Source: an optimization exercise on an open RTL-to-GDS flow (aim: a short achievable clock period and few clock cycles). Production flows keep margins and buffers that such runs may drop.
Only simulation tests tie the RTL to the original design; equivalence was not proved.
Power is estimated from default activity; no workload was simulated.

<file path="flow/design.v">
module register(clk, rst_n, clr, en, d, q);
	parameter NB = 32;
	input clk, rst_n, clr, en;
	input [NB-1:0] d;
	output logic [NB-1:0] q;
	always_ff @(posedge clk, negedge rst_n) begin
		if (rst_n == 0)
			q <= 0;
		else 
			if (clr == 1)
				q <= 0;
			else 
				if (en == 1)
					q <= d;
		end
endmodule
module mux2(in0, in1, sel, out);
   parameter NB = 32;  
   input [NB-1:0] in0, in1;
   input sel;
   output logic [NB-1:0] out;
   assign out = sel ? in1 : in0;
endmodule
module mux3(in0, in1, in2, sel, out);
   parameter NB = 32;  
   input [NB-1:0] in0, in1, in2;
   input [1:0] sel;
   output logic [NB-1:0] out;
   always_comb begin
      case(sel)
         2'b00: out = in0;
         2'b01: out = in1;
         2'b10: out = in2;
         default: out = in0;  
      endcase
   end
endmodule
module rf
(
    input clk, regWrite, rst_n,
    input [5-1:0] readAddr0, readAddr1, writeAddr,
    input [32-1:0] dataIn,
    output logic [32-1:0] dataOut0, dataOut1
);
    localparam REGS = 1 << 5;  
    logic [32-1:0] regs [0:REGS-1];
    always_comb begin
        if (!readAddr0) dataOut0 = 0;
        else if ((readAddr0 == writeAddr) && regWrite) dataOut0 = dataIn;
        else dataOut0 = regs[readAddr0];
        if (!readAddr1) dataOut1 = 0;
        else if ((readAddr1 == writeAddr) && regWrite) dataOut1 = dataIn;
        else dataOut1 = regs[readAddr1];
    end
    always @ (posedge clk or negedge rst_n) begin
    	if (rst_n == 0) begin
    		for (integer i = 0; i < REGS; i++) begin
    			regs[i] <= 32'b0;
    		end
    	end
    	else if (regWrite && (writeAddr != 0)) regs[writeAddr] <= dataIn;
    end
endmodule
module hdu (
    input [5-1:0] ifidRs1, ifidRs2, idexRd,
    input ifidMemWrite, idexMemRead, branchOrJump,
    output logic stall_n, flushIdEx, flushIfIdExMem
);
    always_comb begin
        if (branchOrJump) 
            {stall_n, flushIdEx, flushIfIdExMem} = 3'b111;
        else if (idexMemRead && (idexRd != 0) && !ifidMemWrite && ((idexRd == ifidRs1) || (idexRd == ifidRs2)))
            {stall_n, flushIdEx, flushIfIdExMem} = 3'b010;
        else 
            {stall_n, flushIdEx, flushIfIdExMem} = 3'b100;
    end
endmodule
module fwu (
    input [5-1:0] idexRs1, idexRs2, exmemRs1, exmemRs2, exmemRd, memwbRd,
    input exmemRegWrite, exmemMemWrite, memwbRegWrite, memwbMemToReg,
    output logic [1:0] fwdA, fwdB,
    output logic fwdWriteData, fwdWriteAddr
);
    always_comb begin
        if (exmemRegWrite && (exmemRd != 0) && (exmemRd == idexRs1)) 
            fwdA = 2'b10;  
        else if (memwbRegWrite && (memwbRd != 0) && (memwbRd == idexRs1)) 
            fwdA = 2'b01;  
        else
            fwdA = 2'b00;  
        if (exmemRegWrite && (exmemRd != 0) && (exmemRd == idexRs2)) 
            fwdB = 2'b10;  
        else if (memwbRegWrite && (memwbRd != 0) && (memwbRd == idexRs2)) 
            fwdB = 2'b01;  
        else
            fwdB = 2'b00;  
        if (memwbMemToReg && exmemMemWrite && (memwbRd != 0) && (memwbRd == exmemRs2))
            fwdWriteData = 1;  
        else 
            fwdWriteData = 0;  
        if (memwbMemToReg && exmemMemWrite && (memwbRd != 0) && (memwbRd == exmemRs1))
            fwdWriteAddr = 1;  
        else 
            fwdWriteAddr = 0;  
    end
endmodule
module next_addr_sel_cu (
	input branchIn, compResult, 
	input jumpIn, jalrIn,
	output jalrOut, jumpOrBranch
);
	logic branchTaken;
	assign jalrOut = jalrIn;
	assign branchTaken = branchIn & compResult;
	assign jumpOrBranch = jumpIn | branchTaken;
endmodule
module immgen
(
    input [32-1:0] instruction,
    input [3-1:0] imm_type,  
    output logic [32-1:0] immediate
);
    always_comb begin
        case(imm_type)
            3'b110 :
            begin
                immediate[0] = instruction[20];
                immediate[1+:4] = instruction[21+:4];
                immediate[5+:6] = instruction[25+:6];
                for (int i = 0; i < 21; i++)
                    immediate[11+i] = instruction[31];
            end
            3'b001 :
            begin
                immediate[0] = instruction[7];
                immediate[1+:4] = instruction[8+:4];
                immediate[5+:6] = instruction[25+:6];
                for (int i = 0; i < 21; i++)
                    immediate[11+i] = instruction[31];
            end
            3'b010 :
            begin
                immediate[0+:4] = instruction[8+:4];
                immediate[4+:6] = instruction[25+:6];
                immediate[10] = instruction[7];
                for (int i = 0; i < 21; i++)
                    immediate[11+i] = instruction[31];
            end
            3'b011 :
            begin
                for (int i = 0; i < 12; i++)
                immediate[i] = 0;
                immediate[12+:8] = instruction[12+:8];
                immediate[20+:11] = instruction[20+:11];
                immediate[31] = instruction[31];
            end
            3'b100 :
            begin
                immediate[0+:4] = instruction[21+:4];
                immediate[4+:6] = instruction[25+:6];
                immediate[10] = instruction[20];
                immediate[11+:8] = instruction[12+:8];
                for (int i = 0; i < 13; i++)
                    immediate[19+i] = instruction[31];
            end
            default: immediate = 0;
        endcase
    end
endmodule
module alu (
    input [32-1:0] a, b,
    input [4-1:0] ctl,
    output logic [32-1:0] out
);
    always_comb begin
        case (ctl)
            4'h0:    out = a + b;
            4'h1:    out = a - b;
            4'h2:    out = a & b;
            4'h3:     out = a | b;
            4'h4:    out = a ^ b;
            4'h5:    out = a << b[5 - 1:0];
            4'h6:    out = a >> b[5 - 1:0];
            4'h7:    out = $signed(a) >>> b[5 - 1:0];
            4'h8:    out = a == b ? 1 : 0;
            4'h9:    out = a != b ? 1 : 0;
            4'hA:    out = $signed(a) < $signed(b) ? 1 : 0;
            4'hB:    out = $signed(a) >= $signed(b) ? 1 : 0;
            4'hC:   out = a < b ? 1 : 0;
            4'hD:   out = a >= b ? 1 : 0;
            4'hE:    out = b;
            default: out = 0;  
        endcase
    end
endmodule
module alu_decoder (
    input [6:0] opcode,
    input [2:0] funct3,
    input [6:0] funct7,
    output logic [4-1:0] ctl
);
    always_comb begin
        case (opcode)
            7'b0000011, 7'b0100011, 7'b0010111: ctl = 4'h0;
            7'b0110111: ctl = 4'hE;
            7'b1100011: 
                case (funct3)
                    0:    ctl = 4'h8;
                    1:    ctl = 4'h9;
                    4:    ctl = 4'hA;
                    5:    ctl = 4'hB;
                    6:   ctl = 4'hC;
                    7:   ctl = 4'hD;
                    default: ctl = 4'h0;  
                endcase
            7'b0110011, 7'b0010011:
                case (funct3)
                    0:    
                        ctl = (opcode == 7'b0110011 && funct7[5]) ? 
                        4'h1 : 4'h0;
                    1:        ctl = 4'h5;
                    2:        ctl = 4'hA;
                    3:       ctl = 4'hC;
                    4:        ctl = 4'h4;
                    5:    ctl = funct7[5] ? 4'h7 : 4'h6;
                    6:         ctl = 4'h3;
                    7:        ctl = 4'h2;
                    default: ctl = 4'h0;                
                    endcase
            default: ctl = 0;
        endcase
    end
endmodule
module cu
(
    input [32-1:0] instruction,   
    output logic [3-1:0] imm_type,  
    output logic D_MEM_write, D_MEM_read,  
    output logic [2-1:0] D_MEM_mode,
    output logic RF_write,  
    output logic RS1_PC_ALU_SRC_MUX_sel,  
    output logic RS2_IMM_ALU_SRC_MUX_sel,  
    output logic DMEM_ALU_WB_MUX_sel,  
    output logic branch, jump, jalr  
);
    always_comb begin
        imm_type = 3'b000;
        D_MEM_write = 0;
        D_MEM_read = 0;
        D_MEM_mode = 2'b00;
        RF_write = 0;
        RS1_PC_ALU_SRC_MUX_sel = 0;
        RS2_IMM_ALU_SRC_MUX_sel = 0;
        DMEM_ALU_WB_MUX_sel = 0;
        branch = 0;
        jump = 0;
        jalr = 0;
        if (instruction[0+:7] == 7'b0110111)
        begin
            imm_type = 3'b011;
            DMEM_ALU_WB_MUX_sel = 0;  
            RF_write = 1;
            RS2_IMM_ALU_SRC_MUX_sel = 1;  
        end
        else if (instruction[0+:7] == 7'b0010111)
        begin
            imm_type = 3'b011;
            RF_write = 1;
            RS1_PC_ALU_SRC_MUX_sel = 1;  
            RS2_IMM_ALU_SRC_MUX_sel = 1;  
        end
        else if (instruction[0+:7] == 7'b1101111)
        begin
            imm_type = 3'b100;
            RF_write = 1;
            jump = 1;
        end
        else if (instruction[0+:7] == 7'b1100111 && instruction[12+:3] == 3'b000)
        begin
            imm_type = 3'b110;
            RS2_IMM_ALU_SRC_MUX_sel = 1;
            RF_write = 1;
            jump = 1;
            jalr = 1;
        end
        else if (instruction[0+:7] == 7'b1100011 && instruction[12+:3] == 3'b000)
        begin
            imm_type = 3'b010;
            branch = 1;
        end
        else if (instruction[0+:7] == 7'b1100011 && instruction[12+:3] == 3'b001)
        begin
            imm_type = 3'b010;
            branch = 1;
        end
        else if (instruction[0+:7] == 7'b1100011 && instruction[12+:3] == 3'b100)
        begin
            imm_type = 3'b010;
            branch = 1;
        end
        else if (instruction[0+:7] == 7'b1100011 && instruction[12+:3] == 3'b101)
        begin
            imm_type = 3'b010;
            branch = 1;
        end
        else if (instruction[0+:7] == 7'b1100011 && instruction[12+:3] == 3'b110)
        begin
            imm_type = 3'b010;
            branch = 1;
        end
        else if (instruction[0+:7] == 7'b1100011 && instruction[12+:3] == 3'b111)
        begin
            imm_type = 3'b010;
            branch = 1;
        end
        else if (instruction[0+:7] == 7'b0000011 && instruction[12+:3] == 3'b000)
        begin
            imm_type = 3'b110;
            RS2_IMM_ALU_SRC_MUX_sel = 1;  
            DMEM_ALU_WB_MUX_sel = 1;  
            D_MEM_read = 1;
            D_MEM_mode = 2'b00;
            RF_write = 1;
        end
        else if (instruction[0+:7] == 7'b0000011 && instruction[12+:3] == 3'b001)
        begin
            imm_type = 3'b110;
            RS2_IMM_ALU_SRC_MUX_sel = 1;  
            DMEM_ALU_WB_MUX_sel = 1;  
            D_MEM_read = 1;
            D_MEM_mode = 2'b01;
            RF_write = 1;
        end
        else if (instruction[0+:7] == 7'b0000011 && instruction[12+:3] == 3'b010)
        begin
            imm_type = 3'b110;
            RS2_IMM_ALU_SRC_MUX_sel = 1;  
            DMEM_ALU_WB_MUX_sel = 1;  
            D_MEM_read = 1;
            D_MEM_mode = 2'b10;
            RF_write = 1;
        end
        else if (instruction[0+:7] == 7'b0000011 && instruction[12+:3] == 3'b100)
        begin
            imm_type = 3'b110;
            RS2_IMM_ALU_SRC_MUX_sel = 1;  
            DMEM_ALU_WB_MUX_sel = 1;  
            D_MEM_read = 1;
            D_MEM_mode = 2'b00;
            RF_write = 1;
        end
        else if (instruction[0+:7] == 7'b0000011 && instruction[12+:3] == 3'b101)
        begin
            imm_type = 3'b110;
            RS2_IMM_ALU_SRC_MUX_sel = 1;  
            DMEM_ALU_WB_MUX_sel = 1;  
            D_MEM_read = 1;
            D_MEM_mode = 2'b01;
            RF_write = 1;
        end
        else if (instruction[0+:7] == 7'b0100011 && instruction[12+:3] == 3'b000)
        begin
            imm_type = 3'b001;
            RS2_IMM_ALU_SRC_MUX_sel = 1;  
            D_MEM_write = 1;
            D_MEM_mode = 2'b00;
        end
        else if (instruction[0+:7] == 7'b0100011 && instruction[12+:3] == 3'b001)
        begin
            imm_type = 3'b001;
            RS2_IMM_ALU_SRC_MUX_sel = 1;  
            D_MEM_write = 1;
            D_MEM_mode = 2'b01;
        end
        else if (instruction[0+:7] == 7'b0100011 && instruction[12+:3] == 3'b010)
        begin
            imm_type = 3'b001;
            RS2_IMM_ALU_SRC_MUX_sel = 1;  
            D_MEM_write = 1;
            D_MEM_mode = 2'b10;
        end
        else if (instruction[0+:7] == 7'b0010011 && instruction[12+:3] == 3'b000)
        begin
            imm_type = 3'b110;
            RF_write = 1;
            RS2_IMM_ALU_SRC_MUX_sel = 1;  
            DMEM_ALU_WB_MUX_sel = 0;  
        end
        else if (instruction[0+:7] == 7'b0010011 && instruction[12+:3] == 3'b010)
        begin
            imm_type = 3'b110;
            RF_write = 1;
            RS2_IMM_ALU_SRC_MUX_sel = 1;  
            DMEM_ALU_WB_MUX_sel = 0;  
        end
        else if (instruction[0+:7] == 7'b0010011 && instruction[12+:3] == 3'b011)
        begin
            imm_type = 3'b110;
            RF_write = 1;
            RS2_IMM_ALU_SRC_MUX_sel = 1;  
            DMEM_ALU_WB_MUX_sel = 0;  
        end
        else if (instruction[0+:7] == 7'b0010011 && instruction[12+:3] == 3'b100)
        begin
            imm_type = 3'b110;
            RF_write = 1;
            RS2_IMM_ALU_SRC_MUX_sel = 1;  
            DMEM_ALU_WB_MUX_sel = 0;  
        end
        else if (instruction[0+:7] == 7'b0010011 && instruction[12+:3] == 3'b110)
        begin
            imm_type = 3'b110;
            RF_write = 1;
            RS2_IMM_ALU_SRC_MUX_sel = 1;  
            DMEM_ALU_WB_MUX_sel = 0;  
        end
        else if (instruction[0+:7] == 7'b0010011 && instruction[12+:3] == 3'b111)
        begin
            imm_type = 3'b110;
            RF_write = 1;
            RS2_IMM_ALU_SRC_MUX_sel = 1;  
            DMEM_ALU_WB_MUX_sel = 0;  
        end
        else if (instruction[0+:7] == 7'b0010011 && instruction[12+:3] == 3'b001 && instruction[25+:7] == 7'b0000000)
        begin
            imm_type = 3'b110;
            RF_write = 1;
            RS2_IMM_ALU_SRC_MUX_sel = 1;  
            DMEM_ALU_WB_MUX_sel = 0;  
        end
        else if (instruction[0+:7] == 7'b0010011 && instruction[12+:3] == 3'b101 && instruction[25+:7] == 7'b0000000)
        begin
            imm_type = 3'b110;
            RF_write = 1;
            RS2_IMM_ALU_SRC_MUX_sel = 1;  
            DMEM_ALU_WB_MUX_sel = 0;  
        end
        else if (instruction[0+:7] == 7'b0010011 && instruction[12+:3] == 3'b101 && instruction[25+:7] == 7'b0100000)
        begin
            imm_type = 3'b110;
            RF_write = 1;
            RS2_IMM_ALU_SRC_MUX_sel = 1;  
            DMEM_ALU_WB_MUX_sel = 0;  
        end
        else if (instruction[0+:7] == 7'b0110011 && instruction[12+:3] == 3'b000 && instruction[25+:7] == 7'b0000000)
        begin
            imm_type = 3'b101;
            RF_write = 1;
            RS2_IMM_ALU_SRC_MUX_sel = 0;  
            DMEM_ALU_WB_MUX_sel = 0;  
        end
        else if (instruction[0+:7] == 7'b0110011 && instruction[12+:3] == 3'b000 && instruction[25+:7] == 7'b0100000)
        begin
            imm_type = 3'b101;
            RF_write = 1;
            RS2_IMM_ALU_SRC_MUX_sel = 0;  
            DMEM_ALU_WB_MUX_sel = 0;  
        end
        else if (instruction[0+:7] == 7'b0110011 && instruction[12+:3] == 3'b001 && instruction[25+:7] == 7'b0000000)
        begin
            imm_type = 3'b101;
            RF_write = 1;
            RS2_IMM_ALU_SRC_MUX_sel = 0;  
            DMEM_ALU_WB_MUX_sel = 0;  
        end
        else if (instruction[0+:7] == 7'b0110011 && instruction[12+:3] == 3'b010 && instruction[25+:7] == 7'b0000000)
        begin
            imm_type = 3'b101;
            RF_write = 1;
            RS2_IMM_ALU_SRC_MUX_sel = 0;  
            DMEM_ALU_WB_MUX_sel = 0;  
        end
        else if (instruction[0+:7] == 7'b0110011 && instruction[12+:3] == 3'b011 && instruction[25+:7] == 7'b0000000)
        begin
            imm_type = 3'b101;
            RF_write = 1;
            RS2_IMM_ALU_SRC_MUX_sel = 0;  
            DMEM_ALU_WB_MUX_sel = 0;  
        end
        else if (instruction[0+:7] == 7'b0110011 && instruction[12+:3] == 3'b100 && instruction[25+:7] == 7'b0000000)
        begin
            imm_type = 3'b101;
            RF_write = 1;
            RS2_IMM_ALU_SRC_MUX_sel = 0;  
            DMEM_ALU_WB_MUX_sel = 0;  
        end
        else if (instruction[0+:7] == 7'b0110011 && instruction[12+:3] == 3'b101 && instruction[25+:7] == 7'b0000000)
        begin
            imm_type = 3'b101;
            RF_write = 1;
            RS2_IMM_ALU_SRC_MUX_sel = 0;  
            DMEM_ALU_WB_MUX_sel = 0;  
        end
        else if (instruction[0+:7] == 7'b0110011 && instruction[12+:3] == 3'b101 && instruction[25+:7] == 7'b0100000)
        begin
            imm_type = 3'b101;
            RF_write = 1;
            RS2_IMM_ALU_SRC_MUX_sel = 0;  
            DMEM_ALU_WB_MUX_sel = 0;  
        end
        else if (instruction[0+:7] == 7'b0110011 && instruction[12+:3] == 3'b110 && instruction[25+:7] == 7'b0000000)
        begin
            imm_type = 3'b101;
            RF_write = 1;
            RS2_IMM_ALU_SRC_MUX_sel = 0;  
            DMEM_ALU_WB_MUX_sel = 0;  
        end
        else if (instruction[0+:7] == 7'b0110011 && instruction[12+:3] == 3'b111 && instruction[25+:7] == 7'b0000000)
        begin
            imm_type = 3'b101;
            RF_write = 1;
            RS2_IMM_ALU_SRC_MUX_sel = 0;  
            DMEM_ALU_WB_MUX_sel = 0;  
        end
    end
endmodule
module rvMagic (
    input clk, rst_n,
    output [31:0] I_MEM_addr,
    output I_MEM_memRead,
    input [31:0] I_MEM_dataOut,
    output [31:0] D_MEM_addr,
    output [31:0] D_MEM_dataIn,
    output D_MEM_memRead, D_MEM_memWrite,
    output [1:0] D_MEM_memMode,
    input [31:0] D_MEM_dataOut
);
    localparam [6:0] OP_LUI    = 7'b0110111,
                     OP_AUIPC  = 7'b0010111,
                     OP_JAL    = 7'b1101111,
                     OP_JALR   = 7'b1100111,
                     OP_BRANCH = 7'b1100011,
                     OP_LOAD   = 7'b0000011,
                     OP_STORE  = 7'b0100011,
                     OP_IMM    = 7'b0010011,
                     OP_OP     = 7'b0110011;
    localparam [3:0] R_ADD  = 4'd0,
                     R_SUB  = 4'd1,
                     R_AND  = 4'd2,
                     R_OR   = 4'd3,
                     R_XOR  = 4'd4,
                     R_SLL  = 4'd5,
                     R_SRL  = 4'd6,
                     R_SRA  = 4'd7,
                     R_SLT  = 4'd8,
                     R_SLTU = 4'd9,
                     R_B    = 4'd10,
                     R_LINK = 4'd11;
    logic [31:0] pc_f;           
    logic [31:0] pc_d;           
    logic        d_valid;        
    logic        use_hold;       
    logic [31:0] hold_instr;
    logic        e_valid;
    logic [31:0] e_pc, e_link, e_btarget, e_imm;
    logic [31:0] e_rs1v, e_rs2v;
    logic [4:0]  e_rd;
    logic        e_regwrite, e_load, e_store, e_branch, e_jalr, e_jal;
    logic        e_pred_taken;
    logic        e_imm4, e_imm8;
    logic [2:0]  e_f3;
    logic [3:0]  e_rsel;
    logic        e_a_pc, e_b_imm;
    logic [1:0]  e_fa, e_fb;     
    logic [1:0]  e_fs;           
    logic [1:0]  e_mode;
    logic        m_regwrite, m_load;
    logic [4:0]  m_rd;
    logic [31:0] m_res;
    logic        m_rd_o, m_wr_o;
    logic [1:0]  m_mode_o;
    logic [31:0] m_addr_o, m_data_o;
    logic        w_regwrite, w_load;
    logic [4:0]  w_rd;
    logic [31:0] w_res;
    logic [31:0] regs [1:31];
    wire [31:0] instr = use_hold ? hold_instr : I_MEM_dataOut;
    wire [6:0]  opc   = instr[6:0];
    wire [4:0]  d_rd  = instr[11:7];
    wire [2:0]  d_f3  = instr[14:12];
    wire [4:0]  d_rs1 = instr[19:15];
    wire [4:0]  d_rs2 = instr[24:20];
    wire d_is_lui    = opc == OP_LUI;
    wire d_is_auipc  = opc == OP_AUIPC;
    wire d_is_jal    = opc == OP_JAL;
    wire d_is_jalr   = opc == OP_JALR;
    wire d_is_branch = opc == OP_BRANCH;
    wire d_is_load   = opc == OP_LOAD;
    wire d_is_store  = opc == OP_STORE;
    wire d_is_imm    = opc == OP_IMM;
    wire d_is_op     = opc == OP_OP;
    wire d_use1 = d_is_jalr | d_is_branch | d_is_load | d_is_store | d_is_imm | d_is_op;
    wire d_use2 = d_is_branch | d_is_store | d_is_op;
    wire d_use2_alu = d_is_branch | d_is_op;         
    wire d_writes = d_is_lui | d_is_auipc | d_is_jal | d_is_jalr | d_is_load | d_is_imm | d_is_op;
    wire [31:0] imm_i = {{21{instr[31]}}, instr[30:20]};
    wire [31:0] imm_s = {{21{instr[31]}}, instr[30:25], instr[11:7]};
    wire [31:0] imm_b = {{20{instr[31]}}, instr[7], instr[30:25], instr[11:8], 1'b0};
    wire [31:0] imm_u = {instr[31:12], 12'b0};
    wire [31:0] imm_j = {{12{instr[31]}}, instr[19:12], instr[20], instr[30:21], 1'b0};
    logic [31:0] d_imm;
    always_comb begin
        if (d_is_store)                 d_imm = imm_s;
        else if (d_is_lui | d_is_auipc) d_imm = imm_u;
        else                            d_imm = imm_i;
    end
    wire [31:0] d_timm = instr[2] ? imm_j : imm_b;
    wire [31:0] d_target = pc_d + d_timm;
    wire        d_pred_taken = d_is_jal | (d_is_branch & instr[31]);
    logic [3:0] d_rsel;
    always_comb begin
        d_rsel = R_ADD;
        if (d_is_op | d_is_imm) begin
            case (d_f3)
                3'b000: d_rsel = (d_is_op & instr[30]) ? R_SUB : R_ADD;
                3'b001: d_rsel = R_SLL;
                3'b010: d_rsel = R_SLT;
                3'b011: d_rsel = R_SLTU;
                3'b100: d_rsel = R_XOR;
                3'b101: d_rsel = instr[30] ? R_SRA : R_SRL;
                3'b110: d_rsel = R_OR;
                3'b111: d_rsel = R_AND;
            endcase
        end else if (d_is_lui)
            d_rsel = R_B;
        else if (d_is_jal | d_is_jalr)
            d_rsel = R_LINK;
    end
    wire [31:0] w_data = w_load ? D_MEM_dataOut : w_res;
    wire        w_we   = w_regwrite & (w_rd != 5'd0);
    logic [31:0] d_rs1v, d_rs2v;
    always_comb begin
        if (d_rs1 == 5'd0)                 d_rs1v = 32'd0;
        else if (w_we && (w_rd == d_rs1))  d_rs1v = w_data;
        else                               d_rs1v = regs[d_rs1];
        if (d_rs2 == 5'd0)                 d_rs2v = 32'd0;
        else if (w_we && (w_rd == d_rs2))  d_rs2v = w_data;
        else                               d_rs2v = regs[d_rs2];
    end
    wire e_wr_nz = e_valid & e_regwrite & (e_rd != 5'd0);
    wire m_wr_nz = m_regwrite & (m_rd != 5'd0);
    wire hit_e1 = e_wr_nz & (e_rd == d_rs1);
    wire hit_e2 = e_wr_nz & (e_rd == d_rs2);
    wire hit_m1 = m_wr_nz & (m_rd == d_rs1);
    wire hit_m2 = m_wr_nz & (m_rd == d_rs2);
    wire d_hazard = (e_load & ((hit_e1 & d_use1) | (hit_e2 & d_use2))) |
                    (m_load & ((hit_m1 & d_use1) | (hit_m2 & d_use2_alu)));
    logic e_redirect, e_kill_d;
    logic [31:0] e_target;
    wire d_stall    = d_valid & d_hazard;
    wire d_go       = d_valid & ~d_hazard & ~e_kill_d;
    wire d_redirect = d_go & d_pred_taken;
    logic [31:0] fa, fb, e_a, e_b, e_sd;
    always_comb begin
        case (e_fa)
            2'd1:    fa = m_res;
            2'd2:    fa = w_res;
            default: fa = e_rs1v;
        endcase
        case (e_fb)
            2'd1:    fb = m_res;
            2'd2:    fb = w_res;
            default: fb = e_rs2v;
        endcase
        case (e_fs)
            2'd1:    e_sd = m_res;
            2'd2:    e_sd = w_res;
            2'd3:    e_sd = D_MEM_dataOut;
            default: e_sd = e_rs2v;
        endcase
    end
    assign e_a = e_a_pc ? e_pc : fa;
    assign e_b = e_b_imm ? e_imm : fb;
    wire [31:0] sum  = e_a + e_b;
    wire [32:0] diff = {1'b0, e_a} - {1'b0, e_b};
    wire ltu = diff[32];
    wire lt  = (e_a[31] ^ e_b[31]) ? e_a[31] : diff[32];
    wire [4:0] shamt = e_b[4:0];
    logic [31:0] e_res;
    always_comb begin
        case (e_rsel)
            R_ADD:  e_res = sum;
            R_SUB:  e_res = diff[31:0];
            R_AND:  e_res = e_a & e_b;
            R_OR:   e_res = e_a | e_b;
            R_XOR:  e_res = e_a ^ e_b;
            R_SLL:  e_res = e_a << shamt;
            R_SRL:  e_res = e_a >> shamt;
            R_SRA:  e_res = $signed(e_a) >>> shamt;
            R_SLT:  e_res = {31'd0, lt};
            R_SLTU: e_res = {31'd0, ltu};
            R_B:    e_res = e_b;
            R_LINK: e_res = e_link;
            default: e_res = sum;
        endcase
    end
    wire [32:0] cdiff = {1'b0, fa} - {1'b0, fb};
    wire c_eq  = fa == fb;
    wire c_ltu = cdiff[32];
    wire c_lt  = (fa[31] ^ fb[31]) ? fa[31] : cdiff[32];
    logic c_taken;
    always_comb begin
        case (e_f3)
            3'b000:  c_taken = c_eq;
            3'b001:  c_taken = ~c_eq;
            3'b100:  c_taken = c_lt;
            3'b101:  c_taken = ~c_lt;
            3'b110:  c_taken = c_ltu;
            3'b111:  c_taken = ~c_ltu;
            default: c_taken = 1'b0;
        endcase
    end
    always_comb begin
        e_redirect = 1'b0;
        e_kill_d   = 1'b0;
        e_target   = e_btarget;
        if (e_valid & e_jalr) begin
            e_redirect = 1'b1;
            e_kill_d   = 1'b1;
            e_target   = {sum[31:1], 1'b0};
        end else if (e_valid & e_branch) begin
            if (e_pred_taken & ~c_taken) begin
                e_redirect = 1'b1;
                e_kill_d   = 1'b1;
                e_target   = e_link;
            end else if (~e_pred_taken & c_taken & ~e_imm4) begin
                e_kill_d   = 1'b1;
                e_redirect = ~e_imm8 | d_stall;
                e_target   = e_btarget;
            end
        end
    end
    always_ff @(posedge clk or negedge rst_n) begin
        if (!rst_n) begin
            pc_f     <= 32'd0;
            d_valid  <= 1'b0;
            use_hold <= 1'b0;
        end else begin
            if (e_redirect) begin
                pc_f     <= e_target;
                d_valid  <= 1'b0;
                use_hold <= 1'b0;
            end else if (d_stall) begin
                d_valid  <= 1'b1;
                use_hold <= 1'b1;
            end else if (d_redirect) begin
                pc_f     <= d_target;
                d_valid  <= 1'b0;
                use_hold <= 1'b0;
            end else begin
                pc_f     <= pc_f + 32'd4;
                d_valid  <= 1'b1;
                use_hold <= 1'b0;
            end
        end
    end
    always_ff @(posedge clk) begin
        if (!d_stall) pc_d <= pc_f;
        if (~use_hold) hold_instr <= I_MEM_dataOut;
    end
    always_ff @(posedge clk or negedge rst_n) begin
        if (!rst_n) begin
            e_valid    <= 1'b0;
            e_regwrite <= 1'b0;
            e_load     <= 1'b0;
            e_store    <= 1'b0;
            e_branch   <= 1'b0;
            e_jalr     <= 1'b0;
            e_jal      <= 1'b0;
        end else begin
            e_valid    <= d_go;
            e_regwrite <= d_go & d_writes;
            e_load     <= d_go & d_is_load;
            e_store    <= d_go & d_is_store;
            e_branch   <= d_go & d_is_branch;
            e_jalr     <= d_go & d_is_jalr;
            e_jal      <= d_go & d_is_jal;
        end
    end
    always_ff @(posedge clk) begin
        e_pc         <= pc_d;
        e_link       <= pc_d + 32'd4;
        e_btarget    <= d_target;
        e_imm        <= d_imm;
        e_imm4       <= d_timm == 32'd4;
        e_imm8       <= d_timm == 32'd8;
        e_rs1v       <= d_rs1v;
        e_rs2v       <= d_rs2v;
        e_rd         <= d_rd;
        e_f3         <= d_f3;
        e_mode       <= d_f3[1:0];
        e_rsel       <= d_rsel;
        e_pred_taken <= d_pred_taken;
        e_a_pc       <= d_is_auipc;
        e_b_imm      <= ~(d_is_op | d_is_branch);
        e_fa         <= hit_e1 ? 2'd1 : hit_m1 ? 2'd2 : 2'd0;
        e_fb         <= hit_e2 ? 2'd1 : hit_m2 ? 2'd2 : 2'd0;
        e_fs         <= hit_e2 ? 2'd1 : (hit_m2 & m_load) ? 2'd3 : hit_m2 ? 2'd2 : 2'd0;
    end
    always_ff @(posedge clk or negedge rst_n) begin
        if (!rst_n) begin
            m_regwrite <= 1'b0;
            m_load     <= 1'b0;
            m_rd_o     <= 1'b0;
            m_wr_o     <= 1'b0;
        end else begin
            m_regwrite <= e_regwrite;
            m_load     <= e_load;
            m_rd_o     <= e_load;
            m_wr_o     <= e_store;
        end
    end
    always_ff @(posedge clk) begin
        m_rd  <= e_rd;
        m_res <= e_res;
        if (e_load | e_store) begin
            m_addr_o <= sum;
            m_mode_o <= e_mode;
        end
        if (e_store) m_data_o <= e_sd;
    end
    always_ff @(posedge clk or negedge rst_n) begin
        if (!rst_n) begin
            w_regwrite <= 1'b0;
            w_load     <= 1'b0;
        end else begin
            w_regwrite <= m_regwrite;
            w_load     <= m_load;
        end
    end
    always_ff @(posedge clk) begin
        w_rd  <= m_rd;
        w_res <= m_res;
    end
    always_ff @(posedge clk or negedge rst_n) begin
        if (!rst_n) begin
            for (int i = 1; i < 32; i++) regs[i] <= 32'd0;
        end else if (w_we) begin
            regs[w_rd] <= w_data;
        end
    end
    assign I_MEM_addr     = pc_f;
    assign I_MEM_memRead  = 1'b1;
    assign D_MEM_addr     = m_addr_o;
    assign D_MEM_dataIn   = m_data_o;
    assign D_MEM_memRead  = m_rd_o;
    assign D_MEM_memWrite = m_wr_o;
    assign D_MEM_memMode  = m_mode_o;
endmodule
</file>
<file path="flow/run.sh">
#!/bin/bash
# synth_recipe.tcl (not shown) runs the flow's synth.tcl, then flattens the netlist and writes it again
# the make line also repeats each setting of config.mk as NAME=value (left out here)
make -C /OpenROAD-flow-scripts/flow DESIGN_CONFIG=/design/flow/config.mk WORK_HOME=/design/flow/orfs CLKGATE_MAP_FILE= SYNTH_SCRIPT=/design/flow/synth_recipe.tcl finish
</file>
<file path="flow/config.mk">
export PLATFORM = sky130hd
export DESIGN_NAME = rvMagic
export DESIGN_NICKNAME = rvMagic
export VERILOG_FILES = /design/flow/design.v
export SDC_FILE = /design/flow/constraint.sdc
export NUM_CORES = 4
export LEC_CHECK = 0
export ABC_CLOCK_PERIOD_IN_PS = 3500
export CAP_MARGIN = 20
export CORE_MARGIN = 2
export CORE_UTILIZATION = 40
export SETUP_SLACK_MARGIN = 5
export SLEW_MARGIN = 20
</file>
<file path="flow/constraint.sdc">
create_clock -name core_clock -period 10.0 [get_ports {clk}]
set_input_delay 2.0000 -clock core_clock [delete_from_list [all_inputs] [get_ports {clk}]]
set_output_delay 2.0000 -clock core_clock [all_outputs]
set_load 0.01 [all_outputs]
</file>
==> qor.csv <==
stage;metric;value;unit
worst_setup_path;arrival;5.75;ns
worst_setup_path;crit_path_end_kind;flop;
layout;area_growth;16.91;%
route;first_pass_iters;20;
sta;finalHoldViolCount;0;
route;wire_per_inst;37.01;um
hold_path;hp-class;reg2reg;
floorplan;start_util;40.10;%
layout;multiInputGateArea;38970;um^2
sta;setup-tns-final;0;ns
power;power;0.01944;W
logic_synthesis;async_reset_ff_share;71.81;%
logic_synthesis;syn_area_per_cell;9.017;um^2
floorplan;die_x;439.9;um
layout;drive_gt1_share;11.86;%
place;gp_congestion;1.027;
layout;fin_util;46.87;%
clock_network;cts_inserted_buffers;158;
clock_network;hold_buffers;0;
logic_synthesis;ys_ff_latch;1444;
floorplan;die_area;193500;um^2
layout;final_nets;8622;
layout;finalNonFillerCells;11040;
global_routing;grt.overflow.total;0;
floorplan;ios;167;
clock_network;cts.sinks;1444;
route;drtIter0Drc;14920;
clock_network;clock_latency;0.88;ns
route;drcViolationCount;0;
sta;fmax;0.1964;GHz
power;ir_drop;139.0;uV
sta;slew_violations;0;
floorplan;rows;160;
route;num_vias;77170;
global_routing;antenna_found_initial;18;
global_routing;track_usage;40.97;%
worst_setup_path;cp-start-kind;input port;
logic_synthesis;postSynthCellCount;8430;
floorplan;core;189600;um^2
power;p_leak;34.70;nW
route;vias_per_cell;6.988;
logic_synthesis;synth.distinct_cells;108;
logic_synthesis;synth_edf_count;98;
clock_network;clock_path_buffers;3;
sta;fin_skew;0.06120;ns
floorplan;die_h;439.9;um
worst_setup_path;crit_required;10.65;ns
logic_synthesis;netlist_area;76010;um^2
clock_network;cts-root-buf;clkbuf_16;
route;ant_nets;0;
sta;holdWs;0.3821;ns
layout;mostFrequentLayoutCell;dfrtp_1;
layout;most-common-layout-cells;dfrtp_1 (1,034), nor2_1 (1,007), a21oi_1 (946);
worst_setup_path;critPathKind;in2reg;
layout;register_area;35090;um^2
logic_synthesis;synth_top_area_share;34.14;%
clock_network;cts_tree;done;
logic_synthesis;seq_area_frac_synth;46.15;%
run_status;outcome;complete, no violations;
logic_synthesis;synthFlopType;dfrtp_1;
place;port_buffers;165;
sta;rsz0062_at_grt;true;
sta;slew_headroom;15.38;%
clock_network;clk_pin_slew;0.06;ns
global_routing;first_global_vias;71650;
worst_setup_path;cp_max_fo;22;
logic_synthesis;yosys_warnings;2;
sta;finalCriticalPeriod;5.093;ns
global_routing;grt_max_degree;161;
sta;fin_crit_sh;50.93;%
place;dp_cells;10630;
global_routing;grt_first_pass_wirelength;563100;um
logic_synthesis;syn-num-nets;8667;
run;drv_cap;0;
logic_synthesis;yosysTopAreaCell;dfrtp_1;
sta;tightest_slew;1.269;ns
power;power.density;218.8;nW/um^2
logic_synthesis;ys_top_cells_by_area;dfrtp_1 (34%), dfxtp_1 (8.1%), a21oi_1 (6.4%);
layout;fillers;17970;
clock_network;htreeDepth;4;
worst_setup_path;r2r_slack;5.10;ns
sta;setup_viol;0;
place;dp_hpwl;257100;um
route;finalWirelength;408700;um
-- critical path: stages --
cell and delay, ns:
clkdlybuf4s50_1 0.59, inv_1 0.06, o32ai_1 0.52, nand2_1 0.40, nor2_4 0.62, buf_6 0.52
a22oi_1 0.12, nand4_1 0.12, nand4b_1 0.12, nor3_1 0.07, a221oi_1 0.56
-- layout make-up --
cell class                 count  share of cell area (%)
antenna                       18                 0.05069
clock buffer                 220                   5.063
clock inverter                69                   1.133
inverter                     234                   1.025
multi-input combinational   6028                   43.86
sequential                  1444                   39.49
tap                         2511                   3.535
timing repair buffer         518                   5.836
timing repair inverter         1                0.008448
-- through the flow --
| step | setup slack (ns) | instance area (um^2) |
|---|---|---|
| floorplan | 5.009 | 76070 |
| finish | 4.907 | 88860 |
| CTS | 4.878 | 87150 |
| global placement | 2.869 | 80810 |
| detailed placement | 3.065 | 80960 |
| global route | 4.825 | 88820 |
-- Yosys cell counts, drive strengths merged (14+ instances only) --
| cell type | count |
|---|---|
| mux2 | 34 |
| nand4 | 175 |
| nand3 | 162 |
| and3 | 24 |
| xnor2 | 99 |
| or4 | 17 |
| mux4 | 34 |
| a22o | 173 |
| o221ai | 18 |
| nand2b | 19 |
| a31oi | 22 |
| ha | 168 |
| nand4b | 24 |
| a21oi | 968 |
| or2 | 26 |
| o211ai | 59 |
| a221oi | 237 |
| o21ai | 617 |
| inv | 231 |
| mux2i | 225 |
| a211oi | 34 |
| a221o | 35 |
| a22oi | 555 |
| o22ai | 27 |
| xor2 | 23 |
| dfxtp | 309 |
| edfxtp | 98 |
| nor2b | 24 |
| clkbuf | 531 |
| nor3 | 102 |
| o31ai | 23 |
| a222oi | 94 |
| dfrtp | 1037 |
| a21o | 26 |
| nand2 | 660 |
| and2 | 16 |
| o21bai | 14 |
| buf | 193 |
| nor4 | 37 |
| nor2 | 1096 |
| o21a | 19 |
-- metal layers --
metal | wire, um | track usage, % | up-vias
met2 | 171100 | 60.23 | 6807
met1 | 143200 | 48.97 | 37000
met5 | 172 | 0.4963 | -
li1 | - | - | 31070
met4 | 40710 | 31.17 | 14
met3 | 53510 | 14.57 | 2281
-- sequential cells by signal (all words and copies together) (netlist names), 4 cells and up --
register	cells
e_pc	30
e_imm	32
e_btarget	32
w_res	32
pc_f	32
m_addr_o	32
regs	992
m_data_o	32
hold_instr	31
w_rd	5
e_link	31
pc_d	32
e_rs1v	32
e_rs2v	32
e_rsel	4
m_res	32
m_rd	5
-- final timing paths --
path                                    from           end  cells after the start
setup / recovery           I_MEM_dataOut[17]     e_rs1v[5]                     11
hold / removal                       pc_d[0]  e_btarget[0]                      0
setup reg to reg                     e_fa[1]      pc_f[31]                     19
hold reg to reg                      pc_d[0]  e_btarget[0]                      0
max in group asynchronous              rst_n    regs[7][2]                      3
min in group asynchronous              rst_n  regs[23][22]                      1
-- logic make-up after synthesis --
group                      after synthesis  synth area share, %
muxes                                  293                4.576
and+or+nand+nor                       2413                13.87
adders and majority gates              171                2.844
buffers and inverters                  958                5.071
AOI/OAI and AO/OA                     3028                26.08
other                                    1             0.004933
xor gates and xnor gates               122                1.406
DFF                                   1444                46.15
-- report_power, final --
part | leakage (nW) | total, W | switching, W | internal, W
Clock | 2.69 | 0.00629 | 0.00272 | 0.00357
Combinational | 18.9 | 0.00518 | 0.00338 | 0.00180
Sequential | 13.1 | 0.00797 | 0.00123 | 0.00674
Total | 34.7 | 0.0194 | 0.00733 | 0.0121
-- repair_timing --
item                                    CTS  global route
endpoints found under the setup margin  172           104
resized for setup                        92           156
setup buffers                            27            63
cloned                                    3             4
pin swaps                                10            32
Testbench counts, summed over its fixed seeds: cycles 69,207.

separate check: timing with driven ports:
No port has a modelled driver above. Below, the same layout with a new extraction and two added sets of constraints. Step 1 assumes that a clkbuf_16 drives the clock port and a buf_2 every other input. Step 2 moves the port delays by t, midway between the first and last clock arrival at a register: inputs arrive t later, outputs are due t later. That takes back most of the time a late clock gives input paths. a / b / c = ideal / step 1 / step 2; a / b = the first two.
shift t [ns]: 0.936
setup slack, ns: 4.907 / 4.971 / 4.035
worst data-port slew with drivers (ns): 0.07
cell pins on the clock port's net: 1
After both steps this run still meets setup and hold. For this run, drivers alone change the setup slack by +0.064 ns; drivers and shift together by -0.872 ns.
